This design comes from an exercise in tuning for small area and a short achievable clock period on the open sky130 flow, not from production work. The RTL was checked by simulation tests, not by an equivalence proof against the original design. Power and IR drop assume default switching activity.

`flow/flow/run.sh`:
```
#!/bin/bash
# The standard layout, with the ports buffered by the smallest buffer (the resizer sizes
# them up where timing needs it) instead of buffer_ports' default delay buffer.
set -euo pipefail
bash standard.sh synth > synth.log 2>&1
export BUFFER_PORTS_ARGS="-buffer_cell sky130_fd_sc_hd__buf_1"
bash standard.sh finish > layout.log 2>&1
```
`flow/standard.sh`:
```
#!/bin/bash
# synth_recipe.tcl (not shown) runs the flow's synth.tcl, then flattens the netlist and writes it again
# the make line also repeats each setting of config.mk as NAME=value (left out here)
make -C /OpenROAD-flow-scripts/flow DESIGN_CONFIG=/design/flow/config.mk WORK_HOME=/design/flow/orfs CLKGATE_MAP_FILE= SYNTH_SCRIPT=/design/flow/synth_recipe.tcl "${@:-finish}"
```
`flow/config.mk`:
```
export PLATFORM = sky130hd
export DESIGN_NAME = ALU_Pipeline
export DESIGN_NICKNAME = ALU_Pipeline
export VERILOG_FILES = /design/flow/design.v
export SDC_FILE = /design/flow/constraint.sdc
export NUM_CORES = 4
export LEC_CHECK = 0
export ABC_AREA = 1
export CAP_MARGIN = 20
export CORE_MARGIN = 2
export CORE_UTILIZATION = 40
export CTS_BUF_LIST = sky130_fd_sc_hd__clkbuf_4 sky130_fd_sc_hd__clkbuf_8
export SETUP_SLACK_MARGIN = 4.3
export SLEW_MARGIN = 20
```
`flow/constraint.sdc`:
```
create_clock -name core_clock -period 7.0 [get_ports {clk}]
set_input_delay 1.4000 -clock core_clock [delete_from_list [all_inputs] [get_ports {clk}]]
set_output_delay 1.4000 -clock core_clock [all_outputs]
set_load 0.01 [all_outputs]
```
`flow/design.v`:
```
module ALUPre #(parameter int NS1 = 1) (
  input  logic [31:0] A, B,
  input  logic [6:0] funct7,
  input  logic [2:0] funct3,
  output logic [31:0] X, Y,
  output logic cin, add,
  output logic [4-NS1:0] shamt,
  output logic fill
);
  logic [31:0] F, X0;
  logic [31:0] s [0:NS1];
  logic sub, arith, shift, sll, k11, k10, k01, k00;
  assign sll   = (funct3 == 3'b001);
  assign shift = ~funct3[1] & funct3[0];    
  assign arith = (funct3 == 3'b000);        
  assign sub   = funct7[5];
  assign fill  = sub & A[31];
  assign k11 = sub | funct3[1] | funct3[0];
  assign k10 = funct3[0] ? ~funct3[1] : ~sub;
  assign k01 = ~sub & ~funct3[0];
  assign k00 = sub & ~funct3[0];
  always_comb
    for (int i = 0; i < 32; i++)
      F[i] = B[i] ? (A[i] ? k11 : k01) : (A[i] ? k10 : k00);
  always_comb
    for (int i = 0; i < 32; i++) X0[i] = sll ? A[31-i] : F[i];
  assign s[0] = X0;
  genvar l;
  generate
    for (l = 0; l < NS1; l++) begin : sh
      localparam int D = 16 >> l;
      assign s[l+1] = (B[4-l] & shift) ? {{D{fill}}, s[l][31:D]} : s[l];
    end
  endgenerate
  assign X = s[NS1];
  assign Y = A;
  assign add = arith;
  assign cin = arith & sub;
  assign shamt = B[4-NS1:0];
endmodule
module ALU #(parameter int NS1 = 1) (
  input  logic [31:0] X, Y,
  input  logic cin, add,
  input  logic [4-NS1:0] shamt,
  input  logic fill, sel_sum, sel_r, sel_l,
  output logic [31:0] Result,
  output logic Zero, Carry, Overflow
);
  logic [32:0] c;
  logic [31:0] zt, sum;
  logic [31:0] g0, p0;
  logic [31:0] t [0:5-NS1];
  logic [31:0] S;
  logic zadd;
  logic [31:0] g;
  assign g = Y & ~X & {32{add}};
  assign g0 = {g[31:1], g[0] | (X[0] & cin)};
  assign p0 = X | g;
  logic [31:0] G [0:9];
  logic [31:0] P [0:9];
  always_comb begin
    G[0] = g0;
    P[0] = p0;
    for (int k = 0; k < 5; k++) begin
      G[k+1] = G[k];
      P[k+1] = P[k];
      for (int i = 0; i < 32; i++)
        if ((i % (2 << k)) == (2 << k) - 1) begin
          G[k+1][i] = G[k][i] | (P[k][i] & G[k][i - (1 << k)]);
          P[k+1][i] = P[k][i] & P[k][i - (1 << k)];
        end
    end
    for (int k = 3; k >= 0; k--) begin
      G[9-k] = G[8-k];
      P[9-k] = P[8-k];
      for (int i = 0; i < 32; i++)
        if ((i % (2 << k)) == (1 << k) - 1 && i >= (2 << k)) begin
          G[9-k][i] = G[8-k][i] | (P[8-k][i] & G[8-k][i - (1 << k)]);
          P[9-k][i] = P[8-k][i] & P[8-k][i - (1 << k)];
        end
    end
  end
  assign c = {G[9], cin};
  assign sum = X ^ c[31:0];
  assign zt = X ^ {p0[30:0], cin};
  assign zadd = ~|zt;
  genvar l;
  assign t[0] = X;
  generate
    for (l = 0; l < 5 - NS1; l++) begin : sh
      localparam int D = 1 << (4 - NS1 - l);
      assign t[l+1] = shamt[4-NS1-l] ? {{D{fill}}, t[l][31:D]} : t[l];
    end
  endgenerate
  assign S = t[5-NS1];
  always_comb
    for (int k = 0; k < 32; k++)
      Result[k] = (sel_r & S[k]) | (sel_l & S[31-k]) | (sel_sum & sum[k]);
  assign Zero = ((sel_r | sel_l) & ~|S) | (sel_sum & zadd) | ~(sel_r | sel_l | sel_sum);
  assign Carry = sel_sum & (c[32] ^ cin);
  assign Overflow = sel_sum & (c[32] ^ c[31]);
endmodule
module ALUControl(
  input  logic [6:0] funct7,
  input  logic [2:0] funct3,
  input  logic [6:0] opcode,
  output logic sel_sum,   
  output logic sel_r,     
  output logic sel_l      
);
  logic rtype, f7z, f7s;
  assign rtype = (opcode == 7'b0110011);
  assign f7z   = rtype & (funct7 == 7'b0000000);
  assign f7s   = rtype & (funct7 == 7'b0100000);
  assign sel_sum = ((f7z | f7s) & (funct3 == 3'b000))
                 | (f7z & funct3[2] & ~funct3[0])        
                 | (f7z & (funct3 == 3'b111));           
  assign sel_r = (f7z | f7s) & (funct3 == 3'b101);
  assign sel_l = f7z & (funct3 == 3'b001);
endmodule
module InstructionDecoder(
  input  logic [31:0] instruction,
  output logic [6:0]  opcode,
  output logic [2:0]  funct3,
  output logic [6:0]  funct7
);
  assign opcode = instruction[6:0];
  assign funct3 = instruction[14:12];
  assign funct7 = instruction[31:25];
endmodule
module ALU_Pipeline(
  input  logic clk, rst,
  input  logic [31:0] A_in, B_in,
  input  logic [31:0] instr_in,
  output logic [31:0] Result_out,
  output logic Zero_out, Carry_out, Overflow_out, Negative_out
);
  localparam int NS1 = 1;
  logic [6:0] opcode, funct7;
  logic [2:0] funct3;
  logic [31:0] X_d, Y_d;
  logic cin_d, add_d, fill_d, sel_sum_d, sel_r_d, sel_l_d;
  logic [4-NS1:0] shamt_d;
  logic [31:0] X_reg, Y_reg;
  logic cin_reg, add_reg, fill_reg, sel_sum_reg, sel_r_reg, sel_l_reg;
  logic [4-NS1:0] shamt_reg;
  logic [31:0] Result_comb;
  logic Zero_comb, Carry_comb, Overflow_comb;
  InstructionDecoder decoder (
    .instruction(instr_in),
    .opcode(opcode),
    .funct3(funct3),
    .funct7(funct7)
  );
  ALUControl control (
    .opcode(opcode), .funct3(funct3), .funct7(funct7),
    .sel_sum(sel_sum_d), .sel_r(sel_r_d), .sel_l(sel_l_d)
  );
  ALUPre #(.NS1(NS1)) pre (
    .A(A_in), .B(B_in), .funct7(funct7), .funct3(funct3),
    .X(X_d), .Y(Y_d), .cin(cin_d), .add(add_d), .shamt(shamt_d), .fill(fill_d)
  );
  always_ff @(posedge clk or posedge rst) begin
    if (rst) begin
      sel_sum_reg <= 0;
      sel_r_reg <= 0;
      sel_l_reg <= 0;
    end else begin
      sel_sum_reg <= sel_sum_d;
      sel_r_reg <= sel_r_d;
      sel_l_reg <= sel_l_d;
    end
  end
  always_ff @(posedge clk) begin
    X_reg <= X_d;
    Y_reg <= Y_d;
    cin_reg <= cin_d;
    add_reg <= add_d;
    shamt_reg <= shamt_d;
    fill_reg <= fill_d;
  end
  ALU #(.NS1(NS1)) alu_inst (
    .X(X_reg), .Y(Y_reg), .cin(cin_reg), .add(add_reg), .shamt(shamt_reg), .fill(fill_reg),
    .sel_sum(sel_sum_reg), .sel_r(sel_r_reg), .sel_l(sel_l_reg),
    .Result(Result_comb),
    .Zero(Zero_comb),
    .Carry(Carry_comb),
    .Overflow(Overflow_comb)
  );
  always_ff @(posedge clk or posedge rst) begin
    if (rst) begin
      Result_out <= 0;
      Zero_out <= 0;
      Carry_out <= 0;
      Overflow_out <= 0;
    end else begin
      Result_out <= Result_comb;
      Zero_out <= Zero_comb;
      Carry_out <= Carry_comb;
      Overflow_out <= Overflow_comb;
    end
  end
  assign Negative_out = Result_out[31];
endmodule
```
==> results of run 1 <==
cells in the mapped netlist (20+ instances only):
master | number | area, sq um
dfrtp_1 | 38 | 950.9
a21oi_1 | 64 | 320.3
nand2_1 | 289 | 1085
dfxtp_1 | 71 | 1421
o221ai_1 | 35 | 306.5
mux2i_1 | 20 | 200.2
nor2_1 | 45 | 168.9
o21ai_0 | 177 | 885.9
o211ai_1 | 27 | 202.7
nand3_1 | 87 | 435.4
inv_1 | 107 | 401.6
clkbuf_1 | 37 | 138.9
area by class of cell:
cell class / count / share of cell area, %
Tap cell: 234 / 3.370
Sequential cell: 109 / 27.32
Inverter: 110 / 4.983
Timing Repair inverter: 3 / 0.2016
Clock inverter: 4 / 0.2881
Multi-Input combinational cell: 865 / 53.42
Timing Repair Buffer: 148 / 8.901
Clock buffer: 10 / 1.512
power by group:
part           internal, mW  total [mW]  leakage [nW]  switching [mW]
Sequential            0.660       0.707          1.12          0.0468
Combinational         0.172       0.538          2.65           0.365
Clock                 0.130       0.350        0.0861           0.220
repair_timing:
item | in CTS | in global routing
setup buffers | 15 | 2
pin swaps | 4 | 3
gates cloned | 2 | 3
gates resized for setup | 35 | 28
endpoints found under the setup margin | 36 | 45
worst register-to-register path, delay by kind of cell, from the launching register on:
family	cells	cell delay [ns]
simple gates	7	0.77
compound gates	4	1.03
flops	1	0.44
buf+inv	1	0.18
cells in the final DEF (no fill, tap or decap), types with 7 or more instances in the layout:
| cell | instances |
|---|---|
| nand2_1 | 286 |
| o21ai_0 | 163 |
| buf_1 | 115 |
| inv_1 | 103 |
| nand3_1 | 86 |
| dfxtp_1 | 70 |
| a21oi_1 | 62 |
| nor2_1 | 39 |
| dfrtp_1 | 38 |
| o221ai_1 | 35 |
| o211ai_1 | 27 |
| buf_4 | 21 |
| mux2i_1 | 20 |
| nand2_2 | 18 |
| o22ai_1 | 12 |
| o21ai_1 | 12 |
| clkbuf_8 | 10 |
| o21a_1 | 8 |
| a31oi_1 | 8 |
| nand4_1 | 7 |
metal layers:
| metal | track usage [%] | wire [microns] | up-vias |
|---|---|---|---|
| li1 | - | - | 4157 |
| met1 | 37.93 | 12750 | 3815 |
| met2 | 43.13 | 12790 | 319 |
| met3 | 3.274 | 1714 | 44 |
| met4 | 10.21 | 731 | 0 |
| met5 | 0 | 0 | - |
cell families (layout without fill, tap and decap cells):
family | after synthesis | in the layout | share of synthesized area, %
compound gates | 362 | 362 | 28.33
xor+xnor | 2 | 2 | 0.2306
fa+ha+maj | 1 | 1 | 0.1647
buf+inv | 170 | 275 | 9.208
flops | 109 | 109 | 31.23
mux | 20 | 20 | 2.635
simple gates | 480 | 480 | 28.20
worst min path at each step:
stage	to	slack [ns]	depth (start not counted)
6_report	Carry_out	0.57	2
5_1_grt	Carry_out	0.59	2
4_1_cts	Carry_out	0.57	2
3_5_place_dp	Carry_out	0.56	2
3_3_place_gp	Carry_out	0.54	2
2_1_floorplan	Carry_out	0.49	2
==> flow_results.org, run 1 <==
** Run status
- The run finished with no timing, DRC or antenna violations.

** Worst setup path
- The most critical setup path has its endpoint at X_reg[8].
- Launching instance or port of the critical path :: instr_in[12]
- STA classifies the critical path endpoint as a flop.
- Data on the critical path arrives at its endpoint at 2.87 ns.
- In this run the number of cells on the critical path is 10.
- Cell-by-cell listing of the critical path :: clkbuf_2 > inv_1 > nor2_4 > inv_1 > nor2_4 > inv_1 > buf_6 > o21ai_0 > o22ai_1 > o21ai_0
- Cell with the largest stage delay on the worst path :: buf_6
- Data on the critical path is required at its endpoint by 7.25 ns.
- In this design, the largest share of critical-path delay is due to buffers and inverters.
- Critical R2R Launch :: X_reg[8]
- On the worst path, the slowest cell contributes a delay of 0.34 ns.
- The number of cells on the worst reg-to-reg path is 12.
- The critical path is of the input port to flop type.
- Reg2reg end :: Zero_out
- Counting stages on the worst path, the most repeated cell is inv_1.
- The worst setup path is launched from an input port.
- Of all nets on the critical path, the largest fanout is 51.
- Buf/Inv on CP :: 5
- In this run the register-to-register setup slack is 4.47 ns.

** Routing
- DRT Pass-1 Iters :: 5
- Wire per inst :: 18.87 microns
- Using the TritonRoute via totals, the vias-per-cell ratio works out to 5.620.
- Via count :: 8335
- For this block, the routed nets add up to 27990 microns of wire.
- Remaining design rule violation count :: 0
- Antenna viol nets, final :: 0
- Iteration-0 DRC count of the detailed router :: 540

** Synthesis
- In this run the cell area of the synthesized design comes to 7596 sq um.
- The synthesized design contains 109 register bits.
- The number of nets handed over by synthesis was 1243.
- Yosys warnings :: 7
- The share of the Yosys chip area taken by registers is 31.23%.
- A synthesized cell averages 6.640 sq um.
- Counting flops with a built-in enable in the synthesized netlist gives 0.
- Primary flip-flop cell chosen by synthesis mapping :: dfxtp_1
- Synthesis handed over a netlist of 1144 instances.
- Netlist cell types :: 53
- Synth async-reset ratio :: 34.86%

** Global routing
- Largest net degree at the start of global routing :: 56
- The first global-routing pass estimated 41880 microns of wire.
- The number of antenna violations at the first check in global routing came to 0.
- Total GRT Usage :: 27.18%
- Congestion Overflow GR :: 0
- The number of global-route vias before repair came to 7413.

** Place
- Hpwl dp :: 20900 microns
- Timing analysis after detailed placement gives a worst setup slack of 2.925 ns.
- The number of placed instances, taps included, is 1447.
- Final weighted congestion in routability-driven placement :: 0.9743
- The placed instances occupy a cell area of 8133 sq um.
- Buffers placed on the I/O ports in this run total 118.

** Clocking
- TritonCTS built the clock tree.
- Max Root-Sink Buffers :: 2
- Total of hold buffers inserted after clock tree synthesis :: 0
- Total clock buffers created by CTS :: 9
- Clock-pin slew was measured on the worst setup and hold paths at 0.10 ns.
- Root cell of the clock tree :: clkbuf_8
- The clock tree synthesis step divided the H-tree into 3 levels.
- The clock net in this run drives a total of 109 sinks.
- Clock latency reported for the late side of the worst-skew pair :: 0.39 ns

** Flow run
- Count of max-cap constraint violations :: 0

** Power
- IR analysis of the VDD net gives a maximum drop of 0.08399 mV.
- Power spread over the standard cell area amounts to 183.6 nW/um^2.
- For this design the static power due to leakage is 3.859 nW.
- The completed layout was analyzed and its total power is 1.595 mW.

** Timing
- Hold timing on the final database bottoms out at a slack of 0.5672 ns.
- Time the final worst path needs with I/O delays and setup :: 2.618 ns
- For the pin with the worst max-slew slack, the measured transition is 0.9462 ns.
- Number of pins with negative max-slew slack in the final report :: 0
- Setup-violating endpoint count in the final report :: 0
- Fin crit share :: 37.40%
- Across all setup checks in the final design, the least slack found is 4.382 ns.
- Maximum clock skew at final layout :: 0.01210 ns
- Static timing analysis puts the maximum clock frequency at 381.9 MHz.
- Setup repair after global routing left no endpoint under its margin.
- Final Hold Viols :: 0
- The worst pin sits at a relative slew slack of 36.85%.
- Total negative slack for setup checks :: 0 ns

** Cells and area
- Final non-filler cell area :: 8687 sq um
- From synthesis to final layout, the design area changed by 14.36%.
- Layout cells sized above 1 :: 9.608%
- Seq. cell area :: 2374 sq um
- In the final layout, the multi-input gates occupy 4641 sq um.
- Final cell utilization of the core :: 46.60%
- Excluding fillers, the count of instances in the completed layout stands at 1483.
- After the last flow step, the layout net total stands at 1345.
- The filler cells instantiated in the layout total 2003.
- The number of antenna diodes in the final layout is 0.

** Die
- The floorplan step defined a die boundary enclosing 20110 sq um.
- Cell Rows :: 50
- Ports placed on the boundary :: 134
- After floorplanning, the core was sized to cover 18640 sq um.
- Die height :: 141.8 microns
- The floorplan step set the die width to 141.8 microns.
- Starting Density :: 40.74%

** Worst hold path
- Path type of the worst min-delay path :: flop to flop
- Hold Startpoint :: cin_reg
==> run 2, diff against run 1 <==
--- a/flow/config.mk
+++ b/flow/config.mk
@@ -10,5 +10,5 @@
 export CORE_MARGIN = 2
 export CORE_UTILIZATION = 40
 export CTS_BUF_LIST = sky130_fd_sc_hd__clkbuf_4 sky130_fd_sc_hd__clkbuf_8
-export SETUP_SLACK_MARGIN = 4.3
+export SETUP_SLACK_MARGIN = 4.6
 export SLEW_MARGIN = 20
==> run 2 against run 1 <==
Largest power group unchanged. Core utilization increased by 3.3 points. Critical path depth increased by 1. Critical path type unchanged. Total power increased by 6.2%. First-iteration DRC count increased by 12%. Highest routed layer unchanged. Register-to-register slack improved by 0.16 ns. Wire length increased by 2.3%. Still clean. Fmax increased by 6.2%. Clock power increased by about 10%.
==> flow_results.org, run 2 <==
** Die
- Ports placed on the boundary :: 134 (unchanged)
- Std-Cell Core Area :: 18640 sq um (unchanged)
- The area enclosed by the die boundary is 20110 sq um (unchanged).
- Die height :: 141.8 microns (unchanged)
- The die boundary width came to 141.8 microns (unchanged).
- The starting density of the core came to 40.74% (unchanged).
- The number of placement rows came to 50 (unchanged).

** Cells and area
- In the layout the commonest cells are nand2_1 (271), o21ai_0 (116), buf_1 (115).
- Layout cells sized above 1 :: 16.84% (+7.2 points)
- The count of nets after finishing came to 1371 (+1.9%).
- The number of filler instances in the final layout is 1949 (-2.7%).
- Commonest non-fill, non-tap cell in the layout :: nand2_1
- Total inserted antenna cells :: 0 (unchanged)
- Seq. cell area :: 2379 sq um (+0.21%)
- Area growth, synth to finish :: 22.55%
- Footprint of the multi-input gates :: 4937 sq um (+6.4%)

** Global routing
- The first-pass GRT wire length came to 42610 microns (+1.7%).
- Via count of the first global-routing pass :: 7628 (+2.9%)
- Antenna violations before repair :: 0 (unchanged)
- The overall fraction of global-route tracks in use is 27.62% (+0.45 points).
- The maximum number of pins on one net before global-route repair was 56 (unchanged).
- The sum of overflow across all layers after global routing is 0 (unchanged).

** Worst hold path
- Path type of the worst min-delay path :: flop to flop

** Synthesis
- The top cell type's share of synthesized area came to 18.71% (unchanged).
- The number of instances in the synthesized netlist came to 1144 (unchanged).
- The area of the mapped netlist was 7596 sq um (unchanged).
- Among all flip-flop cells after synthesis, the most frequent one is dfxtp_1.
- The number of flip-flops and latches in the synthesized netlist came to 109 (unchanged).
- The async set or reset register ratio after synthesis is 34.86% (unchanged).
- Netlist cell types :: 53 (unchanged)
- The sequential share of the synthesized area was 31.23% (unchanged).
- Syn Area/Cell :: 6.640 sq um (unchanged)
- Most frequent cell after synthesis :: nand2_1
- Synth area leader :: dfxtp_1
- EDFF count, synth :: 0 (unchanged)
- The number of warnings reported in the yosys synthesis log was 7 (unchanged).
- Post-synth net total :: 1243 (unchanged)
- Ranking of synthesized cells by instance count :: nand2_1 (289), o21ai_0 (177), inv_1 (107), nand3_1 (87), dfxtp_1 (71)
- Top cells by area, synth :: dfxtp_1 (19%), nand2_1 (14%), dfrtp_1 (13%)

** Routing
- The final wirelength was 28640 microns (+2.3%).
- Post-DR vias/cell :: 5.649 (+0.51%)
- Antenna viol nets, final :: 0 (unchanged)
- DRT Pass-1 Iters :: 5 (unchanged)
- Wire per inst :: 18.96 microns (+0.43%)
- Iteration-0 DRC count of the detailed router :: 605 (+12%)
- The count of unresolved DRC violations after routing came to 0 (unchanged).
- The number of vias after detailed routing was 8536 (+2.4%).

** Timing
- The final cycle utilization of the critical path was 35.23% (-2.2 points).
- Final Hold Viols :: 0 (unchanged)
- The final count of pins violating max slew came to 0 (unchanged).
- The shortest clock period the worst path allows after layout came to 2.466 ns (-0.1522 ns).
- Total negative slack for setup checks :: 0 ns (unchanged)
- The highest attainable clock frequency came to 405.5 MHz (+6.2%).
- Maximum clock skew at final layout :: 0.01280 ns (+0.0006989 ns)
- The transition time at the pin with the least slew margin is 0.9485 ns (+0.002325 ns).
- The worst hold-check slack came to 0.5708 ns (+0.003569 ns).
- The final setup violation count is 0 (unchanged).
- Max-Slew Margin vs Limit :: 36.70% (-0.16 points)
- Unrepaired setup endpoints after global routing :: true

** Clocking
- Max Root-Sink Buffers :: 2 (unchanged)
- Root cell of the clock tree :: clkbuf_8
- The maximum level of the CTS H-tree is 3 (unchanged).
- The number of buffers inserted for hold repair after clock tree synthesis is 0 (unchanged).
- Clock tree sinks :: 109 (unchanged)
- The clock latency at the later pin of the worst-skew pair was 0.40 ns (about the same).
- The number of buffers created by CTS came to 9 (unchanged).
- CTS tree :: built
- Clock-pin slew on the worst setup and hold paths :: 0.10 ns (about the same)

** Flow run
- The max capacitance violation total was 0 (unchanged).

** Place
- The total of buffers placed on input and output ports was 118 (unchanged).
- The final weighted congestion in routability-driven placement is 0.9491 (-2.6%).
- The half-perimeter wire length after placement is 20950 microns (+0.27%).

** Power
- P per Cell Area :: 182.0 nW/um^2 (-0.87%)
- Total chip power :: 1.694 mW (+6.2%)
- The total leakage power came to 4.105 nW (+6.4%).
- The largest vdd supply drop was 0.08883 mV (+5.8%).

** Worst setup path
- Worst-path fanout max :: 11 (-78%)
- Among all stages on the critical path, the largest delay is contributed by nor2_4.
- Kind of critical path :: input port to flop
- The worst stage delay on the critical path is 0.18 ns (-0.16 ns).
- Arrival time worst endpoint :: 2.74 ns (-0.13 ns)
- Cell-by-cell listing of the critical path :: buf_12 > nor2_4 > inv_4 > nor2_4 > buf_6 > buf_12 > nand2_1 > o211ai_1 > nand3_1 > o21ai_2 > o21ai_0
- The buffering stage count on the worst path with inverters included came to 4 (-1).
- CP top delay family :: simple AND/OR/NAND/NOR gates
- STA classifies the critical path endpoint as a flop.
- The worst setup path is launched from an input port.
- The required time of the critical path was 7.27 ns (+0.02 ns).

** Run status
- Status :: finished clean
==> run 2: cell counts after synthesis <==
No cell type changed its count.
==> run 2: final timing paths <==
path	from	to	slack [ns]	depth (start not counted)
setup / recovery	instr_in[30]	X_reg[31]	4.53	11
hold / removal	cin_reg	Carry_out	0.57	2
setup reg to reg	shamt_reg[0]	Zero_out	4.63	7
hold reg to reg	cin_reg	Carry_out	0.57	2
max in group asynchronous	rst	Result_out[6]	5.62	3
min in group asynchronous	rst	Result_out[8]	1.07	3
==> run 2: what timing repair did <==
action / CTS / global route
gates resized for setup: 65 / 115
endpoints found under the setup margin: 66 / 50
gates cloned: 5 / 1
buffers inserted: 17 / 27
pin swaps: 11 / 36
==> run 2: logic make-up after synthesis <==
logic type	synth area share, %
AND/OR/NAND/NOR	28.20
XOR/XNOR	0.2306
multiplexers	2.635
adder cells (fa/ha/maj)	0.1647
flip-flops	31.23
buffers and inverters	9.208
AO/OA/AOI/OAI	28.33
==> run 2: metal layers <==
metal,part of all wire (%),track usage [%]
met1,44,38.33
met2,45,43.51
met3,6.7,3.341
met4,3.7,11.63
met5,0,0
==> run 2: worst register-to-register path, cell delays in order (launching register included) <==
cell	delay (ns)
dfxtp_1	0.31
buf_4	0.21
inv_1	0.71
mux2i_1	0.39
nand3_1	0.20
nor4_4	0.30
nand3_1	0.12
nand2_1	0.08
==> run 2: power breakdown <==
part / internal, mW / switching [mW]
sequential: 0.660 / 0.0473
clock: 0.162 / 0.225
combinational: 0.208 / 0.393
==> run 2: cell type report <==
class | count | area share (%)
tap | 234 | 3.145
clock inverter | 3 | 0.2823
clock buffer | 13 | 1.788
timing repair inverter | 2 | 0.1344
inverter | 110 | 4.812
timing repair buffer | 173 | 11.25
sequential | 109 | 25.55
multi-input combinational | 867 | 53.04
==> run 2: metrics by stage <==
| stage | utilization (%) | setup WS, ns | cell area (sq um) | instances |
|---|---|---|---|---|
| 2_1_floorplan | - | 4.574 | 7647 | 1144 |
| 3_3_place_gp | 43.65 | 3.056 | 8138 | 1445 |
| 3_5_place_dp | 43.65 | 3.094 | 8138 | 1445 |
| 4_1_cts | 46.77 | 4.605 | 8720 | 1483 |
| 5_1_grt | 49.93 | 4.448 | 9309 | 1511 |
| 6_report | 49.93 | 4.534 | 9309 | 1511 |
==> run 3, diff against run 2 <==
--- a/flow/config.mk
+++ b/flow/config.mk
@@ -10,5 +10,5 @@
 export CORE_MARGIN = 2
 export CORE_UTILIZATION = 40
 export CTS_BUF_LIST = sky130_fd_sc_hd__clkbuf_4 sky130_fd_sc_hd__clkbuf_8
-export SETUP_SLACK_MARGIN = 4.6
+export SETUP_SLACK_MARGIN = 4.4
 export SLEW_MARGIN = 20
==> run 3 against run 2 <==
Still clean. Via count is 1.0% lower. Sequential power hardly changed. Setup slack worse by 0.099 ns. Synthesized cell count stayed put. Synthesized area stayed put. Fmax is 3.9% lower. Die area stayed put. Combinational power is 9.8% lower. Hold slack worse by 0.0064 ns.
==> flow_results.org, run 3 <==
** Timing
- Setup repair after global routing could not meet its margin everywhere.
- The final-report hold violation count was 0 (unchanged).
- The total negative slack is 0 ns (unchanged).
- Achievable clock frequency :: 389.9 MHz (-3.9%)
- Maximum clock skew at final layout :: 0.01797 ns (+0.005169 ns)
- The final cycle utilization of the critical path came to 36.64% (+1.4 points).
- Max-Slew Margin vs Limit :: 36.50% (-0.20 points)
- The final setup violation count is 0 (unchanged).
- The shortest clock period the worst path allows after layout is 2.565 ns (+0.09876 ns).
- The transition time at the pin with the least slew margin came to 0.9515 ns (+0.002968 ns).
- The final count of pins violating max slew is 0 (unchanged).

** Cells and area
- Compared with the post-synthesis result, the final layout area differs by 15.22%.
- The top cell types in the final layout, fill and taps aside, are nand2_1 (286), o21ai_0 (155), buf_1 (115).
- Commonest non-fill, non-tap cell in the layout :: nand2_1
- The proportion of layout cells with a drive suffix above 1 came to 9.856% (-7.0 points).
- The count of nets after finishing is 1344 (-2.0%).
- Total inserted antenna cells :: 0 (unchanged)

** Synthesis
- The count of flip-flops with a built-in enable after synthesis was 0 (unchanged).
- In the post-synthesis netlist, the biggest area contributors are dfxtp_1 (19%), nand2_1 (14%), dfrtp_1 (13%).
- Flip-flop and latch count after synthesis :: 109 (unchanged)
- The net count after synthesis was 1243 (unchanged).
- Ranked by instance count, the synthesized netlist is headed by nand2_1 (289), o21ai_0 (177), inv_1 (107), nand3_1 (87), dfxtp_1 (71).
- The most used flip-flop cell after synthesis is dfxtp_1.
- Synth area leader :: dfxtp_1
- The async set or reset register ratio after synthesis was 34.86% (unchanged).
- Syn Area/Cell :: 6.640 sq um (unchanged)
- The top cell type's share of synthesized area is 18.71% (unchanged).
- Yosys warnings :: 7 (unchanged)
- Mapped cell area :: 7596 sq um (unchanged)
- The sequential share of the synthesized area is 31.23% (unchanged).
- Cells after Synth :: 1144 (unchanged)
- Yosys instantiated no cell more often than nand2_1.
- Netlist cell types :: 53 (unchanged)

** Worst setup path
- The worst-case reg-to-reg path depth came to 9 (+2).
- The worst setup path is captured at a flop.
- Buf/Inv on CP :: 5 (+1)
- The worst stage delay on the critical path was 0.18 ns (about the same).
- The worst setup slack for register-to-register paths is 4.46 ns (-0.17 ns).
- In this run the critical register-to-register path is captured at Zero_out.
- Critical R2R Launch :: shamt_reg[3]
- Sort of element at the start of the critical path :: input port
- The critical path arrival was 2.85 ns (+0.11 ns).
- Crit path top cell by count :: o21ai_0
- Cell with the largest stage delay on the worst path :: clkinvlp_4
- The largest fanout of any net on the critical path is 7 (-4).
- Kind of critical path :: input port to flop
- CP top delay family :: buffers and inverters
- WP data required :: 7.28 ns (about the same)
- Cell-by-cell listing of the critical path :: buf_2 > nor2_4 > buf_12 > inv_1 > nor2_4 > buf_12 > clkinvlp_4 > nor2_1 > o21ai_0 > o21ai_0 > o21ai_0

** Global routing
- Global-route wire length before repair :: 42300 microns (-0.74%)
- Congestion Overflow GR :: 0 (unchanged)
- Antenna violations before repair :: 0 (unchanged)
- Largest net degree at the start of global routing :: 56 (unchanged)
- Via count of the first global-routing pass :: 7686 (+0.76%)
- Total GRT Usage :: 27.21% (-0.42 points)

** Clocking
- Total clock buffers created by CTS :: 9 (unchanged)
- The largest buffer count on any clock path was 2 (unchanged).
- CTS tree :: built
- The number of buffers inserted for hold repair after clock tree synthesis was 0 (unchanged).
- Clock tree sinks :: 109 (unchanged)
- The maximum level of the CTS H-tree is 3 (unchanged).
- Root cell of the clock tree :: clkbuf_8
- The clock input transition at the sequential cells of the worst setup and hold paths came to 0.10 ns (about the same).
- The clock latency at the later pin of the worst-skew pair came to 0.40 ns (about the same).

** Die
- Ports placed on the boundary :: 134 (unchanged)
- The area enclosed by the die boundary was 20110 sq um (unchanged).
- The placeable core region was 18640 sq um (unchanged).
- Cell Rows :: 50 (unchanged)
- Die height :: 141.8 microns (unchanged)
- The starting density of the core was 40.74% (unchanged).
- The die boundary width was 141.8 microns (unchanged).

** Worst hold path
- The path with the worst hold slack has its endpoint at Carry_out.
- Path type of the worst min-delay path :: flop to flop
- The startpoint identified for the worst hold timing path is cin_reg.
- The cell count of the worst hold path was 2 (unchanged).

** Routing
- Final Routed Wirelength :: 27580 microns (-3.7%)
- The average wire per standard cell is 18.61 microns (-1.8%).
- Remaining design rule violation count :: 0 (unchanged)
- Iteration-0 DRC count of the detailed router :: 777 (+28%)
- Antenna viol nets, final :: 0 (unchanged)
- The number of vias after detailed routing is 8448 (-1.0%).
- DRT Pass-1 Iters :: 5 (unchanged)
- Post-DR vias/cell :: 5.700 (+0.91%)

** Power
- Sw power :: 634.5 uW (-4.5%)
- The internal portion of total power came to 976.9 uW (-5.1%).
- Combinational group share of total power :: 33.6% (-1.9 points)
- The largest vdd supply drop was 0.1268 mV (+43%).
- The switching share of total power came to 39.38% (+0.15 points).
- Total chip power :: 1.611 mW (-4.9%)
- Part of the power in the clock network :: 22.6% (-0.2 points)
- The total leakage power is 3.876 nW (-5.6%).
- Reg power frac :: 43.8% (+2.1 points)
- The power density of the placed cells is 184.1 nW/um^2 (+1.1%).

** Flow run
- Count of max-cap constraint violations :: 0 (unchanged)

** Place
- The total of buffers placed on input and output ports was 118 (unchanged).
- The final weighted congestion in routability-driven placement came to 0.9593 (+1.1%).
- The half-perimeter wire length after placement is 20600 microns (-1.7%).

** Run status
- The flow ran to the end and the layout has no timing, DRC or antenna violations.
## run 3: cell counts after synthesis
Identical to the previous run, type by type.
## run 3: what timing repair did
action / CTS / global route
endpoints found under the hold margin: 0 / 0
gates cloned: 3 / 2
setup endpoints to repair: 47 / 47
buffers inserted: 9 / 5
pin swaps: 3 / 6
gates resized for setup: 41 / 38
## run 3: worst register-to-register path, delay by kind of cell (launching register included)
family / cells / cell delay, ns
buffers and inverters: 1 / 0.30
and+or+nand+nor: 4 / 0.68
DFF: 1 / 0.34
muxes: 2 / 0.53
AOI/OAI and AO/OA: 2 / 0.62
## run 3: layout make-up
| class | instances | area (sq um) |
|---|---|---|
| clock buffers | 11 | 145.1 |
| repair inverters | 2 | 12.51 |
| flip-flops and latches | 109 | 2376 |
| fillers | 2006 | 9891 |
| multi-input cells | 865 | 4673 |
| repair buffers | 148 | 797.0 |
| clock inverters | 3 | 22.52 |
| inverters | 110 | 432.9 |
| well taps | 234 | 292.8 |
## run 3: layer usage
metal  GRT usage [%]  vias to the layer above  part of all wire [%]
met5               0                        -                     0
met4           10.37                        0                   3.3
met3           3.679                       52                   6.5
met2           42.36                      360                    45
met1           38.34                     3873                    46
li1                -                     4163                     -
## run 3: cells by family (layout without fill, tap and decap cells)
family          Yosys count  count (layout)  share of synthesized area [%]
buf+inv                 170             274                          9.208
simple gates            480             480                          28.20
compound gates          362             362                          28.33
fa+ha+maj                 1               1                         0.1647
flops                   109             109                          31.23
xor+xnor                  2               2                         0.2306
mux                      20              20                          2.635
## run 3: worst max-delay path by stage
stage,start,end,slack (ns),depth (start not counted)
global placement,instr_in[12],X_reg[19],3.21,9
CTS,instr_in[30],X_reg[2],4.37,12
finish,instr_in[12],X_reg[5],4.44,11
global route,shamt_reg[3],Zero_out,4.36,11
detailed placement,instr_in[12],X_reg[19],3.16,9
floorplan,instr_in[12],X_reg[1],4.40,9
## run 3: metrics by stage
step	utilization, %	hold slack, ns	worst slack, ns	area (sq um)	instances
after global placement	43.72	0.5365	3.208	8150	1449
after detailed placement	43.72	0.5526	3.157	8150	1449
final	46.95	0.5644	4.435	8752	1482
after CTS	46.09	0.5695	4.369	8593	1475
after global routing	46.95	0.6093	4.357	8752	1482
after floorplan	-	0.4922	4.404	7606	1144
## run 3: power groups by stage
stage               sequential, mW  clock [mW]  combinational, mW
floorplan                    0.695           0              0.357
global placement             0.718           0              0.491
detailed placement           0.717           0              0.494
CTS                          0.703       0.368              0.517
global route                 0.710       0.390              0.600
finish                       0.706       0.364              0.542
==> run 4, diff against run 3 <==
--- a/flow/config.mk
+++ b/flow/config.mk
@@ -10,5 +10,5 @@
 export CORE_MARGIN = 2
 export CORE_UTILIZATION = 40
 export CTS_BUF_LIST = sky130_fd_sc_hd__clkbuf_4 sky130_fd_sc_hd__clkbuf_8
-export SETUP_SLACK_MARGIN = 4.4
+export SETUP_SLACK_MARGIN = 4.5
 export SLEW_MARGIN = 20
==> run 4 against run 3 <==
Via count is 1.2% higher. Still clean. Critical endpoint is now X_reg[6]. Wire length is 0.98% higher. Global-route usage increased by 0.38 points. Register-to-register slack improved by 0.15 ns. Setup slack improved by 0.082 ns. Sequential power is essentially flat. Critical path type unchanged. Final cell count increased by 0.67%. First-iteration DRC count down 18%. Clock power up 12%.
==> flow_results.org, run 4 <==
** Cells and area
- The antenna diode count was 0 (unchanged).
- The count of nets after finishing was 1352 (+0.60%).
- The library cell used most frequently in the layout, excluding fill and tap cells, is nand2_1.
- Layout cells sized above 1 :: 11.29% (+1.4 points)
- Most frequent cells in the layout :: nand2_1 (285), o21ai_0 (145), buf_1 (115)
- The footprint of the flip-flops and latches came to 2376 sq um (unchanged).
- Area growth, synth to finish :: 16.98%
- Footprint of the multi-input gates :: 4738 sq um (+1.4%)
- The number of filler instances in the final layout was 2000 (-0.30%).

** Timing
- Fin crit share :: 35.47% (-1.2 points)
- The worst-case clock skew came to 0.01555 ns (-0.002414 ns).
- Time the final worst path needs with I/O delays and setup :: 2.483 ns (-0.08217 ns)
- Unrepaired setup endpoints after global routing :: true
- Total negative slack for setup checks :: 0 ns (unchanged)
- The final-report hold violation count came to 0 (unchanged).
- Transition at the pin with the smallest max-transition slack :: 0.9106 ns (-0.04091 ns)
- The relative slew slack was 39.23% (+2.7 points).
- The final setup violation count came to 0 (unchanged).
- Achievable clock frequency :: 402.8 MHz (+3.3%)
- The final count of pins violating max slew is 0 (unchanged).

** Synthesis
- Synth area leader :: dfxtp_1
- The per-instance average area after synthesis was 6.640 sq um (unchanged).
- Yosys warnings :: 7 (unchanged)
- Primary flip-flop cell chosen by synthesis mapping :: dfxtp_1
- Post-synth net total :: 1243 (unchanged)
- The sequential share of the synthesized area was 31.23% (unchanged).
- By count the netlist is led by nand2_1 (289), o21ai_0 (177), inv_1 (107), nand3_1 (87), dfxtp_1 (71).
- Synth async-reset ratio :: 34.86% (unchanged)
- Cells after Synth :: 1144 (unchanged)
- Yosys instantiated no cell more often than nand2_1.
- Area share of the leading cell type in the synthesized netlist :: 18.71% (unchanged)
- The distinct cell type count after synthesis came to 53 (unchanged).
- EDFF count, synth :: 0 (unchanged)
- By area the synthesized netlist is led by dfxtp_1 (19%), nand2_1 (14%), dfrtp_1 (13%).
- The area of the mapped netlist was 7596 sq um (unchanged).
- The number of flip-flops and latches in the synthesized netlist came to 109 (unchanged).

** Global routing
- Global-route wire length before repair :: 42860 microns (+1.3%)
- Via count of the first global-routing pass :: 7740 (+0.70%)
- The sum of overflow across all layers after global routing is 0 (unchanged).
- The number of antenna violations at the first check in global routing is 0 (unchanged).
- The maximum number of pins on one net before global-route repair was 56 (unchanged).
- Total GRT Usage :: 27.58% (+0.38 points)

** Place
- Hpwl dp :: 20500 microns (-0.46%)
- The final weighted congestion in routability-driven placement came to 0.9380 (-2.2%).
- The total of buffers placed on input and output ports was 118 (unchanged).

** Worst setup path
- Arrival time worst endpoint :: 2.76 ns (-0.09 ns)
- Kind of critical path :: input port to flop
- WP data required :: 7.28 ns (about the same)
- The worst setup path is captured at a flop.
- The largest fanout of any net on the critical path is 9 (+2).
- Sort of element at the start of the critical path :: input port

** Power
- The share of total power in the clock network came to 24.5% (+1.9 points).
- The total leakage power is 3.937 nW (+1.6%).
- The relative contribution of combinational cells to total power is 33.2% (-0.4 points).
- The largest vdd supply drop was 0.08417 mV (-34%).
- Reg power frac :: 42.3% (-1.5 points)
- The internal portion of total power is 1.019 mW (+4.3%).
- The net switching power was 648.5 uW (+2.2%).
- The overall power consumption is 1.668 mW (+3.5%).
- Sw frac :: 38.89% (-0.49 points)
- The power density of the placed cells is 187.7 nW/um^2 (+1.9%).

** Die
- The I/O pin total was 134 (unchanged).
- The area enclosed by the die boundary came to 20110 sq um (unchanged).
- Die height :: 141.8 microns (unchanged)
- Cell Rows :: 50 (unchanged)
- Std-Cell Core Area :: 18640 sq um (unchanged)
- Starting Density :: 40.74% (unchanged)
- Die width :: 141.8 microns (unchanged)

** Routing
- Wire per inst :: 18.66 microns (+0.30%)
- DRT Pass-1 Iters :: 5 (unchanged)
- The final wirelength was 27850 microns (+0.98%).
- Iteration-0 DRC count of the detailed router :: 637 (-18%)
- The average vias per placed instance was 5.729 (+0.49%).
- The number of nets still failing antenna checks after routing was 0 (unchanged).
- The count of unresolved DRC violations after routing came to 0 (unchanged).
- Via count :: 8547 (+1.2%)

** Clocking
- CTS tree :: built
- The number of buffers created by CTS is 9 (unchanged).
- The clock input transition at the sequential cells of the worst setup and hold paths came to 0.10 ns (about the same).
- Clock tree sinks :: 109 (unchanged)
- The largest buffer count on any clock path is 2 (unchanged).
- Total of hold buffers inserted after clock tree synthesis :: 0 (unchanged)
- The clock latency at the later pin of the worst-skew pair was 0.40 ns (about the same).
- The maximum level of the CTS H-tree is 3 (unchanged).
- Root cell of the clock tree :: clkbuf_8

** Run status
- Status :: finished clean

** Worst hold path
- In this run the worst hold path is classified as flop to flop.

** Flow run
- The max capacitance violation total came to 0 (unchanged).
run 4: cell counts after synthesis:
No cell type changed its count.
run 4: cells by family (layout without fill, tap and decap cells):
family / count (synthesis) / after routing / share of synthesized area (%)
AND/OR/NAND/NOR: 480 / 482 / 28.20
AO/OA/AOI/OAI: 362 / 362 / 28.33
multiplexers: 20 / 20 / 2.635
flip-flops: 109 / 109 / 31.23
XOR/XNOR: 2 / 2 / 0.2306
adder cells (fa/ha/maj): 1 / 1 / 0.1647
buffers and inverters: 170 / 282 / 9.208
run 4: metrics by stage:
stage	setup slack [ns]	instance area, sq um	util [%]	hold WS, ns	instances
6_report	4.517	8886	47.66	0.5712	1492
4_1_cts	4.512	8641	46.35	0.5640	1478
5_1_grt	4.467	8886	47.66	0.5981	1492
2_1_floorplan	4.515	7634	-	0.4922	1144
3_5_place_dp	3.072	8150	43.72	0.5436	1447
3_3_place_gp	3.079	8150	43.72	0.5356	1447
run 4: per-layer routing:
metal  vias to the layer above  wire (microns)  track usage, %
met4                         0            1124           12.26
li1                       4169               -               -
met1                      3905           12350           38.14
met3                        69            2115           3.915
met2                       404           12250           42.85
met5                         -               0               0
run 4: cell type report:
class | instances | share of cell area [%]
repair buffers | 153 | 9.279
well taps | 234 | 3.295
flip-flops and latches | 109 | 26.74
multi-input cells | 867 | 53.32
repair inverters | 3 | 0.1971
clock buffers | 10 | 1.549
clock inverters | 6 | 0.7463
inverters | 110 | 4.872
run 4: critical path: stages:
cell	delay, ns
buf_8	0.12
nor2_4	0.05
buf_4	0.14
nor2_4	0.14
buf_6	0.13
clkinvlp_4	0.09
buf_6	0.15
a21oi_1	0.11
o21ai_0	0.10
o221ai_1	0.22
o21ai_1	0.10
run 4: repair_timing:
action,in CTS,in global routing
pin swaps,5,11
endpoints found under the setup margin,56,40
resized for setup,47,59
buffers inserted,11,12
cloned,4,2
run 4: power by group through the flow:
| stage | clock network [mW] | registers [mW] | logic [mW] |
|---|---|---|---|
| after floorplan | 0 | 0.695 | 0.358 |
| after global placement | 0 | 0.717 | 0.491 |
| after detailed placement | 0 | 0.716 | 0.494 |
| after CTS | 0.417 | 0.703 | 0.520 |
| after global routing | 0.442 | 0.709 | 0.614 |
| final | 0.409 | 0.706 | 0.553 |
run 4: worst paths after layout:
kind	start	end	slack, ns	cells after the start
worst min-delay path	cin_reg	Carry_out	0.57	2
min in group asynchronous	rst	Result_out[11]	1.06	3
worst max register to register	add_reg	Result_out[27]	4.61	17
max in group asynchronous	rst	Result_out[25]	5.62	3
worst min register to register	cin_reg	Carry_out	0.57	2
worst max-delay path	instr_in[30]	X_reg[6]	4.52	11
==> run 5, diff against run 4 <==
--- a/flow/design.v
+++ b/flow/design.v
@@ -135,7 +135,7 @@
   output logic [31:0] Result_out,
   output logic Zero_out, Carry_out, Overflow_out, Negative_out
 );
-  localparam int NS1 = 1;
+  localparam int NS1 = 0;
   logic [6:0] opcode, funct7;
   logic [2:0] funct3;
   logic [31:0] X_d, Y_d;
--- a/flow/config.mk
+++ b/flow/config.mk
@@ -10,5 +10,5 @@
 export CORE_MARGIN = 2
 export CORE_UTILIZATION = 40
 export CTS_BUF_LIST = sky130_fd_sc_hd__clkbuf_4 sky130_fd_sc_hd__clkbuf_8
-export SETUP_SLACK_MARGIN = 4.5
+export SETUP_SLACK_MARGIN = 4.6
 export SLEW_MARGIN = 20
==> run 5 against run 4 <==
First-iteration DRC count grew 38%. Critical endpoint is now Zero_out. Setup slack improved by 0.088 ns. Flip-flop and latch count up 1. Non-clock buffer count rose by 6. Critical path type is now flop to flop. Clock power increased by 2%. Largest power group unchanged. Combinational power is 5.2% lower. Register-to-register slack is essentially flat. Synthesized area rose by 1.4%. Synthesized cell count up 4.9%.
==> flow_results.org, run 5 <==
** Die
- Die height :: 142.7 microns (+0.65%)
- The I/O pin total came to 134 (unchanged).
- The starting density of the core came to 41.02% (+0.28 points).
- Die width :: 142.7 microns (+0.65%)
- Cell Rows :: 50 (unchanged)
- The area enclosed by the die boundary came to 20370 sq um (+1.3%).
- Std-Cell Core Area :: 18770 sq um (+0.67%)

** Clocking
- The number of buffers inserted for hold repair after clock tree synthesis is 0 (unchanged).
- The clock latency at the later pin of the worst-skew pair was 0.40 ns (about the same).
- The largest buffer count on any clock path is 2 (unchanged).
- TritonCTS built the clock tree.
- The clock input transition at the sequential cells of the worst setup and hold paths was 0.10 ns (about the same).
- Total clock buffers created by CTS :: 9 (unchanged)
- Total number of H-tree levels :: 3 (unchanged)
- Clock tree sinks :: 110 (+0.92%)
- CTS placed an instance of clkbuf_8 at the clock tree root.

** Worst setup path
- The required time of the critical path is 7.33 ns (+0.05 ns).
- STA classifies the critical path startpoint as a flop.
- Cell-by-cell listing of the critical path :: inv_1 > a2111o_1 > nor4_1 > a41oi_1 > nand2_1
- The worst-case reg-to-reg path depth came to 5 (-12).
- Setup slack of the most critical reg-to-reg path :: 4.61 ns (about the same)
- Type of destination of the critical path :: flop
- The critical path is of the flop to flop type.
- The buffering stage count on the worst path with inverters included came to 1 (-4).
- Arrival time worst endpoint :: 2.73 ns (-0.03 ns)
- The worst register-to-register path begins at sel_sum_reg.
- Reg2reg end :: Zero_out
- Cell with the largest stage delay on the worst path :: dfrtp_4
- Critical path's largest stage delay :: 0.64 ns (+0.42 ns)
- CP top delay family :: compound AO/OA/AOI/OAI gates
- The largest fanout of any net on the critical path came to 24 (+15).

** Routing
- Remaining design rule violation count :: 0 (unchanged)
- The count of TritonRoute iterations in the first routing pass was 5 (unchanged).
- The number of vias after detailed routing came to 8546 (-0.012%).
- The average wire per standard cell is 17.27 microns (-7.4%).
- The final wirelength came to 26830 microns (-3.7%).
- Antenna viol nets, final :: 0 (unchanged)
- Post-DR vias/cell :: 5.503 (-3.9%)
- The detailed router's first-iteration violation count was 882 (+38%).

** Power
- The largest vdd supply drop came to 0.08761 mV (+4.1%).
- Sw frac :: 37.75% (-1.1 points)
- The power density of the placed cells is 181.0 nW/um^2 (-3.5%).
- Sw power :: 625.7 uW (-3.5%)
- The relative contribution of combinational cells to total power was 31.6% (-1.6 points).
- Internal power component :: 1.032 mW (+1.3%)
- Reg power frac :: 43.2% (+0.9 points)
- The total leakage power came to 4.121 nW (+4.7%).
- The share of total power in the clock network came to 25.2% (+0.7 points).

** Timing
- The transition time at the pin with the least slew margin was 0.6611 ns (-0.2494 ns).
- The final setup violation count is 0 (unchanged).
- Total negative slack for setup checks :: 0 ns (unchanged)
- Time the final worst path needs with I/O delays and setup :: 2.395 ns (-0.08798 ns)
- Worst-case setup margin in the final layout :: 4.605 ns (+0.08798 ns)
- Number of pins with negative max-slew slack in the final report :: 0 (unchanged)
- Setup repair after global routing could not meet its margin everywhere.
- Achievable clock frequency :: 417.6 MHz (+3.7%)
- The relative slew slack came to 55.88% (+17 points).
- The worst-case clock skew is 0.01394 ns (-0.001612 ns).
- Final Hold Viols :: 0 (unchanged)
- Fin crit share :: 34.21% (-1.3 points)

** Synthesis
- The per-instance average area after synthesis came to 6.416 sq um (-3.4%).
- Top cells by area, synth :: dfxtp_1 (19%), nand2_1 (16%), dfrtp_1 (12%)
- The top cell type's share of synthesized area was 18.72% (about the same).
- Most frequent cell after synthesis :: nand2_1
- The async set or reset register ratio after synthesis was 34.55% (-0.32 points).
- The number of warnings reported in the yosys synthesis log is 7 (unchanged).
- Netlist cell types :: 47 (-11%)
- The net count after synthesis came to 1299 (+4.5%).
- EDFF count, synth :: 0 (unchanged)
- Ranking of synthesized cells by instance count :: nand2_1 (327), inv_1 (125), o21ai_0 (114), a21oi_1 (74), nor2_1 (74)
- Flip-flop and latch count after synthesis :: 110 (+0.92%)
- The number of instances in the synthesized netlist came to 1200 (+4.9%).
- The biggest area contributor in the post-synthesis netlist is dfxtp_1.
- Mapped cell area :: 7699 sq um (+1.4%)
- In the synthesized netlist the dominant register cell turns out to be dfxtp_1.
- The sequential share of the synthesized area is 31.07% (-0.16 points).

** Worst hold path
- For hold timing, the worst endpoint is Result_out[2].
- The cell count of the worst hold path was 2 (unchanged).
- The worst hold path begins at sel_r_reg.
- Path type of the worst min-delay path :: flop to flop

** Place
- The worst setup slack after placement came to 3.024 ns (-0.04797 ns).
- Hpwl dp :: 19390 microns (-5.4%)
- The total of buffers placed on input and output ports came to 118 (unchanged).
- Final weighted congestion in routability-driven placement :: 0.9762 (+4.1%)

** Flow run
- Count of max-cap constraint violations :: 0 (unchanged)

** Global routing
- The maximum number of pins on one net before global-route repair is 66 (+18%).
- The overall fraction of global-route tracks in use is 25.52% (-2.1 points).
- Congestion Overflow GR :: 0 (unchanged)
- Antenna violations before repair :: 0 (unchanged)
- Global-route wire length before repair :: 39880 microns (-7.0%)
- Via count of the first global-routing pass :: 7411 (-4.3%)

** Cells and area
- The count of nets after finishing came to 1413 (+4.5%).
- The area growth from synthesis to layout is 18.93%.
- Commonest non-fill, non-tap cell in the layout :: nand2_1
- FILL cells :: 1964 (-1.8%)
- The antenna diode count was 0 (unchanged).
- Layout cells sized above 1 :: 13.19% (+1.9 points)
- Final cell utilization of the core :: 48.79% (+1.1 points)
- Most frequent cells in the layout :: nand2_1 (309), inv_1 (118), buf_1 (115)

** Run status
- Status :: finished clean
## run 5: cell types whose count changed after synthesis, moves of 12 or more
| cell | change |
|---|---|
| nor2_1 | +29 |
| nand3_1 | -19 |
| a31oi_1 | +26 |
| inv_1 | +18 |
| o21ai_0 | -63 |
| o211ai_1 | +12 |
| nand2_1 | +38 |
| o21ai_1 | +38 |
## run 5: cell families (layout without fill, tap and decap cells)
logic type	after synthesis	in the layout	share of synthesized area [%]
flip-flops	110	110	31.07
XOR/XNOR	8	8	0.9102
adder cells (fa/ha/maj)	1	1	0.1625
buffers and inverters	197	314	10.55
multiplexers	12	12	1.560
AO/OA/AOI/OAI	364	364	28.20
AND/OR/NAND/NOR	508	510	27.55
## run 5: worst max-delay path by stage
stage / startpoint / end / slack (ns) / cells past startpoint
finish: sel_sum_reg / Zero_out / 4.61 / 5
global route: add_reg / Result_out[31] / 4.49 / 19
CTS: add_reg / Result_out[25] / 4.60 / 13
detailed placement: instr_in[30] / X_reg[8] / 3.02 / 7
global placement: instr_in[30] / X_reg[8] / 3.03 / 7
floorplan: instr_in[6] / sel_sum_reg / 4.55 / 4
## run 5: worst register-to-register path: cells and delay by family, from the launching register on
| family | cells | cell delay [ns] |
|---|---|---|
| buffers and inverters | 1 | 0.36 |
| flip-flops | 1 | 0.64 |
| AND/OR/NAND/NOR | 2 | 0.50 |
| AO/OA/AOI/OAI | 2 | 0.84 |
## run 5: area by class of cell
class | instances | area [sq um] | area share (%)
timing repair buffer | 159 | 889.6 | 9.716
clock inverter | 5 | 63.81 | 0.6969
tap | 234 | 292.8 | 3.198
timing repair inverter | 4 | 30.03 | 0.3280
clock buffer | 11 | 151.4 | 1.653
inverter | 135 | 530.5 | 5.794
multi-input combinational | 895 | 4787 | 52.28
sequential | 110 | 2411 | 26.33
## run 5: metal layers
metal | part of all wire [%] | vias to the layer above | global-route usage, %
li1 | - | 4293 | -
met1 | 45 | 3922 | 34.97
met2 | 46 | 291 | 40.51
met3 | 6.1 | 40 | 3.789
met4 | 3.0 | 0 | 10.06
met5 | 0 | - | 0
## run 5: stage by stage
step,hold WS [ns],power [mW],area (sq um),cells
after CTS,0.5512,1.604,8668,1530
after floorplan,0.4590,1.038,7745,1200
after global routing,0.5642,1.747,9156,1553
final,0.5357,1.658,9156,1553
after global placement,0.5205,1.172,8228,1498
after detailed placement,0.5315,1.174,8228,1498
## run 5: power by group through the flow
| stage | clock [mW] | sequential, mW | combinational [mW] |
|---|---|---|---|
| after CTS | 0.424 | 0.710 | 0.470 |
| final | 0.418 | 0.716 | 0.524 |
| after global routing | 0.447 | 0.719 | 0.581 |
| after global placement | 0 | 0.724 | 0.448 |
| after detailed placement | 0 | 0.723 | 0.450 |
| after floorplan | 0 | 0.699 | 0.339 |
## run 5: timing repair
action | CTS | global route
pin swaps | 2 | 21
hold endpoints to repair | 0 | 0
cloned | 6 | 4
setup buffers | 10 | 19
resized for setup | 32 | 85
endpoints found under the setup margin | 68 | 48
==> run 6, diff against run 5 <==
--- a/flow/config.mk
+++ b/flow/config.mk
@@ -10,5 +10,6 @@
 export CORE_MARGIN = 2
 export CORE_UTILIZATION = 40
 export CTS_BUF_LIST = sky130_fd_sc_hd__clkbuf_4 sky130_fd_sc_hd__clkbuf_8
-export SETUP_SLACK_MARGIN = 4.6
+export PLACE_DENSITY = 0.92
+export SETUP_SLACK_MARGIN = 4.5
 export SLEW_MARGIN = 20
==> run 6 against run 5 <==
Clock power decreased by 6.0%. Total power decreased by 3.7%. Sequential share of layout area increased by 1.1 points. Setup slack got worse by 0.15 ns. Core utilization decreased by 2.2 points. Critical endpoint unchanged. Highest routed layer unchanged.
==> flow_results.org, run 6 <==
** Run status
- The run finished with no timing, DRC or antenna violations.

** Cells and area
- FILL cells :: 1956 (-0.41%)
- Compared with the post-synthesis result, the final layout area differs by 13.68%.
- Footprint of the multi-input gates :: 4637 sq um (-3.1%)
- Seq. cell area :: 2402 sq um (-0.36%)
- Most frequent cells in the layout :: nand2_1 (321), inv_1 (122), buf_1 (116)
- The proportion of layout cells with a drive suffix above 1 came to 9.035% (-4.2 points).
- Final non-filler cell area :: 8752 sq um (-4.4%)
- The count of nets after finishing came to 1389 (-1.7%).
- The non-filler instance count after layout was 1529 (-1.5%).
- Leaving out fill and tap cells, the most frequent cell in the layout is nand2_1.
- Total inserted antenna cells :: 0 (unchanged)

** Routing
- The final wirelength is 26080 microns (-2.8%).
- Post-DR vias/cell :: 5.617 (+2.1%)
- Antenna viol nets, final :: 0 (unchanged)
- Wire per inst :: 17.06 microns (-1.3%)
- The number of vias after detailed routing is 8589 (+0.50%).
- The count of unresolved DRC violations after routing is 0 (unchanged).
- The detailed router's first-iteration violation count is 856 (-2.9%).
- The count of TritonRoute iterations in the first routing pass was 5 (unchanged).

** Synthesis
- Most frequent cell after synthesis :: nand2_1
- The number of warnings reported in the yosys synthesis log was 7 (unchanged).
- The distinct cell type count after synthesis was 47 (unchanged).
- The top cell type's share of synthesized area came to 18.72% (unchanged).
- Mapped cell area :: 7699 sq um (unchanged)
- The largest total area in the synthesized netlist belongs to dfxtp_1.
- Ranking of synthesized cells by instance count :: nand2_1 (327), inv_1 (125), o21ai_0 (114), a21oi_1 (74), nor2_1 (74)
- Post-synth net total :: 1299 (unchanged)
- The number of instances in the synthesized netlist was 1200 (unchanged).
- Synth async-reset ratio :: 34.55% (unchanged)
- Primary flip-flop cell chosen by synthesis mapping :: dfxtp_1
- Syn Area/Cell :: 6.416 sq um (unchanged)
- The sequential share of the synthesized area is 31.07% (unchanged).
- The number of flip-flops and latches in the synthesized netlist is 110 (unchanged).
- By area the synthesized netlist is led by dfxtp_1 (19%), nand2_1 (16%), dfrtp_1 (12%).
- EDFF count, synth :: 0 (unchanged)

** Timing
- Time the final worst path needs with I/O delays and setup :: 2.547 ns (+0.1523 ns)
- The relative slew slack is 39.03% (-17 points).
- The transition time at the pin with the least slew margin came to 0.9136 ns (+0.2525 ns).
- Post-route worst hold slack :: 0.5436 ns (+0.007868 ns)
- Final Hold Viols :: 0 (unchanged)
- Number of pins with negative max-slew slack in the final report :: 0 (unchanged)
- The highest attainable clock frequency was 392.6 MHz (-6.0%).
- Total negative slack for setup checks :: 0 ns (unchanged)
- Worst-case setup margin in the final layout :: 4.453 ns (-0.1523 ns)
- Unrepaired setup endpoints after global routing :: true
- Fin crit share :: 36.38% (+2.2 points)
- Setup-violating endpoint count in the final report :: 0 (unchanged)
- The worst-case clock skew was 0.01836 ns (+0.004421 ns).

** Place
- Port Buffer Count :: 118 (unchanged)
- Hpwl dp :: 19620 microns (+1.2%)
- Total instance count after detailed placement :: 1497 (-0.067%)
- The final weighted congestion in routability-driven placement came to 1.019 (+4.4%).
- The placed standard-cell area came to 8203 sq um (-0.30%).
- Pre-CTS setup slack :: 3.411 ns (+0.3868 ns)

** Worst setup path
- Worst-path fanout max :: 24 (unchanged)
- The required time of the critical path was 7.34 ns (about the same).
- Kind of critical path :: flop to flop
- The cell family contributing the most delay on the critical path is compound AO/OA/AOI/OAI gates.
- Cell-by-cell listing of the critical path :: inv_1 > a2111o_1 > nor4_1 > a41oi_1 > nand2_1
- The worst stage delay on the critical path came to 0.72 ns (+0.08 ns).
- STA classifies the critical path endpoint as a flop.
- Cell with the largest stage delay on the worst path :: dfrtp_2
- STA classifies the critical path startpoint as a flop.
- Setup slack of the most critical reg-to-reg path :: 4.45 ns (-0.15 ns)
- The critical path arrival came to 2.89 ns (+0.16 ns).
- The buffering stage count on the worst path with inverters included came to 1 (unchanged).

** Die
- The area enclosed by the die boundary is 20370 sq um (unchanged).
- The starting density of the core came to 41.02% (unchanged).
- The placeable core region is 18770 sq um (unchanged).
- Die height :: 142.7 microns (unchanged)
- Ports placed on the boundary :: 134 (unchanged)
- The die boundary width is 142.7 microns (unchanged).
- The number of placement rows was 50 (unchanged).

** Clocking
- Clock latency reported for the late side of the worst-skew pair :: 0.41 ns (about the same)
- Total number of H-tree levels :: 3 (unchanged)
- Root cell of the clock tree :: clkbuf_8
- TritonCTS built the clock tree.
- Clock-pin slew on the worst setup and hold paths :: 0.10 ns (about the same)
- Total clock buffers created by CTS :: 9 (unchanged)
- The clock sink total was 110 (unchanged).
- Max Root-Sink Buffers :: 2 (unchanged)

** Global routing
- The overall fraction of global-route tracks in use was 25.11% (-0.41 points).
- The number of antenna violations at the first check in global routing came to 0 (unchanged).
- Global-route wire length before repair :: 39490 microns (-0.97%)
- The sum of overflow across all layers after global routing was 0 (unchanged).
- Largest net degree at the start of global routing :: 66 (unchanged)
- The number of global-route vias before repair is 7557 (+2.0%).

** Power
- The total leakage power was 3.982 nW (-3.4%).
- Peak supply drop :: 0.1365 mV (+56%)
- P per Cell Area :: 182.3 nW/um^2 (+0.71%)

** Worst hold path
- Path type of the worst min-delay path :: flop to flop

** Flow run
- The max capacitance violation total is 0 (unchanged).
[run 6: final cells by class]
class                   instances  share of cell area, %
clock buffers                  10                  1.573
clock inverters                 6                 0.8292
inverters                     135                  6.019
multi-input cells             894                  52.98
flip-flops and latches        110                  27.45
well taps                     234                  3.345
repair buffers                136                  7.491
repair inverters                4                 0.3145
[run 6: metrics by stage]
step	utilization, %	power (mW)
2_1_floorplan	-	1.037
3_3_place_gp	43.71	1.161
3_5_place_dp	43.71	1.171
4_1_cts	45.61	1.570
5_1_grt	46.63	1.686
6_report	46.63	1.596
[run 6: where the power goes]
part           switching, mW  total [mW]  internal, mW
sequential            0.0514       0.715         0.663
combinational          0.331       0.488         0.157
clock                  0.241       0.393         0.152
total                  0.623        1.60         0.973
[run 6: logic make-up (layout without fill, tap and decap cells)]
| kind of cell | count (synthesis) | in the layout | share of synthesized area (%) |
|---|---|---|---|
| flip-flops | 110 | 110 | 31.07 |
| AO/OA/AOI/OAI | 364 | 364 | 28.20 |
| AND/OR/NAND/NOR | 508 | 509 | 27.55 |
| XOR/XNOR | 8 | 8 | 0.9102 |
| multiplexers | 12 | 12 | 1.560 |
| buffers and inverters | 197 | 291 | 10.55 |
| adder cells (fa/ha/maj) | 1 | 1 | 0.1625 |
[run 6: timing repair]
action	CTS	global route
hold buffers	0	0
setup buffers	6	3
gates resized for setup	23	44
cloned	4	3
pin swaps	1	4
hold endpoints to repair	0	0
endpoints found under the setup margin	66	51
[run 6: tightest hold or removal path, stage by stage, from the launching register on]
cell	delay [ns]
dfrtp_1	0.37
nand2_1	0.06
o221ai_1	0.07
[run 6: layer usage]
layer	GRT usage, %	part of all wire (%)	routed length, microns	vias to the layer above
met3	5.533	8.7	2281	45
met5	0	0	0	-
met4	8.807	2.7	717	0
met2	38.77	44	11520	373
met1	34.61	44	11560	3921
li1	-	-	-	4250
[run 6: worst paths after layout]
path,startpoint,end,cells after the start
worst max-delay path,sel_sum_reg,Zero_out,5
worst min-delay path,sel_r_reg,Result_out[2],2
worst max register to register,sel_sum_reg,Zero_out,5
worst min register to register,sel_r_reg,Result_out[2],2
max in group asynchronous,rst,sel_sum_reg,3
min in group asynchronous,rst,Result_out[10],3
==> run 7, diff against run 6 <==
--- a/flow/config.mk
+++ b/flow/config.mk
@@ -10,6 +10,5 @@
 export CORE_MARGIN = 2
 export CORE_UTILIZATION = 40
 export CTS_BUF_LIST = sky130_fd_sc_hd__clkbuf_4 sky130_fd_sc_hd__clkbuf_8
-export PLACE_DENSITY = 0.92
 export SETUP_SLACK_MARGIN = 4.5
 export SLEW_MARGIN = 20
==> run 7 against run 6 <==
Final cell count rose by 0.13%. Count of clock-buffer cells in the layout fell by 1. Clock power increased by 12%. Setup slack gained 0.075 ns. Global-route usage is 0.40 points higher. Flip-flop and latch count stayed put. Critical path depth grew 3. Sequential power grew 0.6%. Total power rose by 2.6%. First-iteration DRC count is 14% lower. Largest cell class unchanged. Largest power group unchanged.
==> flow_results.org, run 7 <==
** Run status
- Status :: finished clean

** Cells and area
- Leaving out fill and tap cells, the most frequent cell in the layout is nand2_1.
- The number of filler instances in the final layout is 2047 (+4.7%).
- Final non-filler cell area :: 8771 sq um (+0.21%)
- Most frequent cells in the layout :: nand2_1 (322), inv_1 (120), buf_1 (116)
- Total inserted antenna cells :: 0 (unchanged)

** Timing
- Setup repair after global routing could not meet its margin everywhere.
- Time the final worst path needs with I/O delays and setup :: 2.472 ns (-0.07514 ns)
- Transition at the pin with the smallest max-transition slack :: 0.9367 ns (+0.02308 ns)
- Maximum clock skew at final layout :: 0.007273 ns (-0.01109 ns)
- The final count of pins violating max slew is 0 (unchanged).
- The total negative slack came to 0 ns (unchanged).
- The final-report hold violation count is 0 (unchanged).

** Power
- The overall power consumption came to 1.637 mW (+2.6%).
- Peak supply drop :: 0.1207 mV (-12%)

** Worst setup path
- Kind of critical path :: input port to flop
- Sort of element at the start of the critical path :: input port
- Arrival time worst endpoint :: 2.73 ns (-0.16 ns)

** Routing
- Final Routed Wirelength :: 26070 microns (about the same)

** Synthesis
- Fraction of the yosys area taken by sequential cells :: 31.07% (unchanged)
- Of all cell types, the one taking the most synthesized area is dfxtp_1.
- The count of flip-flops with a built-in enable after synthesis came to 0 (unchanged).
- The top cell type's share of synthesized area came to 18.72% (unchanged).

** Clocking
- The largest buffer count on any clock path was 2 (unchanged).
- CTS tree :: built
- The clock latency at the later pin of the worst-skew pair is 0.40 ns (about the same).
- The number of buffers inserted for hold repair after clock tree synthesis was 0 (unchanged).
- The number of buffers created by CTS came to 9 (unchanged).
- The maximum level of the CTS H-tree is 3 (unchanged).

** Global routing
- The number of global-route vias before repair is 7387 (-2.2%).
- The first-pass GRT wire length came to 39880 microns (+0.98%).

** Place
- Final weighted congestion in routability-driven placement :: 0.9837 (-3.5%)
- The half-perimeter wire length after placement came to 19720 microns (+0.51%).

** Die
- The die outline height was 142.7 microns (unchanged).
## run 7: cell counts after synthesis
Identical to the previous run, type by type.
## run 7: final cells by class
class | instances | area [sq um] | area share, %
Timing Repair inverter | 3 | 22.52 | 0.2568
Tap cell | 234 | 292.8 | 3.338
Timing Repair Buffer | 139 | 674.4 | 7.689
Multi-Input combinational cell | 894 | 4607 | 52.52
Sequential cell | 110 | 2409 | 27.46
Clock buffer | 9 | 123.9 | 1.412
Clock inverter | 7 | 107.6 | 1.227
Inverter | 135 | 534.3 | 6.091
## run 7: worst paths after layout
kind,from,endpoint,cells after the start
max in group asynchronous,rst,sel_sum_reg,3
setup reg to reg,sel_sum_reg,Zero_out,6
setup / recovery,instr_in[30],X_reg[8],8
hold reg to reg,sel_r_reg,Result_out[2],2
hold / removal,sel_r_reg,Result_out[2],2
min in group asynchronous,rst,Carry_out,3
## run 7: power breakdown
| group | internal, mW | switching, mW |
|---|---|---|
| combinational | 0.157 | 0.322 |
| sequential | 0.663 | 0.0557 |
| clock | 0.207 | 0.232 |
| total | 1.03 | 0.609 |
## run 7: metal layers
metal	global-route usage, %	vias up	part of all wire (%)
met3	3.555	45	5.5
li1	-	4244	-
met2	39.68	280	44
met5	0	-	0
met1	36.16	3825	47
met4	8.963	0	3.0
## run 7: logic make-up (layout without fill, tap and decap cells)
| group | after synthesis | in the layout | synth area share [%] |
|---|---|---|---|
| buffers and inverters | 197 | 293 | 10.55 |
| xor gates and xnor gates | 8 | 8 | 0.9102 |
| adders and majority gates | 1 | 1 | 0.1625 |
| muxes | 12 | 12 | 1.560 |
| and+or+nand+nor | 508 | 509 | 27.55 |
| AOI/OAI and AO/OA | 364 | 364 | 28.20 |
| DFF | 110 | 110 | 31.07 |
## run 7: what timing repair did
item                       in CTS  in global routing
pin swaps                       1                  3
hold endpoints to repair        0                  0
setup endpoints to repair      67                 26
buffers inserted                7                  6
gates cloned                    4                  2
gates resized for setup        25                 35
## run 7: stage by stage
step           hold slack [ns]  cells  util [%]  setup slack, ns
2_1_floorplan           0.4590   1200         -            4.516
3_3_place_gp            0.5204   1496     43.67            3.471
3_5_place_dp            0.4874   1496     43.67            3.429
4_1_cts                 0.5165   1523     45.77            4.491
5_1_grt                 0.5395   1531     46.73            4.450
6_report                0.5119   1531     46.73            4.528
## run 7: worst max-delay path: cells and delay by family
| kind | cells | cell delay [ns] |
|---|---|---|
| and+or+nand+nor | 2 | 0.34 |
| buffers and inverters | 3 | 0.53 |
| AOI/OAI and AO/OA | 3 | 0.47 |

Check on run 7: ideal ports give 4.528 ns setup slack; a clkbuf_16 on the clock port and buf_2 on the inputs give 4.544 ns; moving port delays by the midpoint clock arrival (0.430 ns) as well gives 4.114 ns.
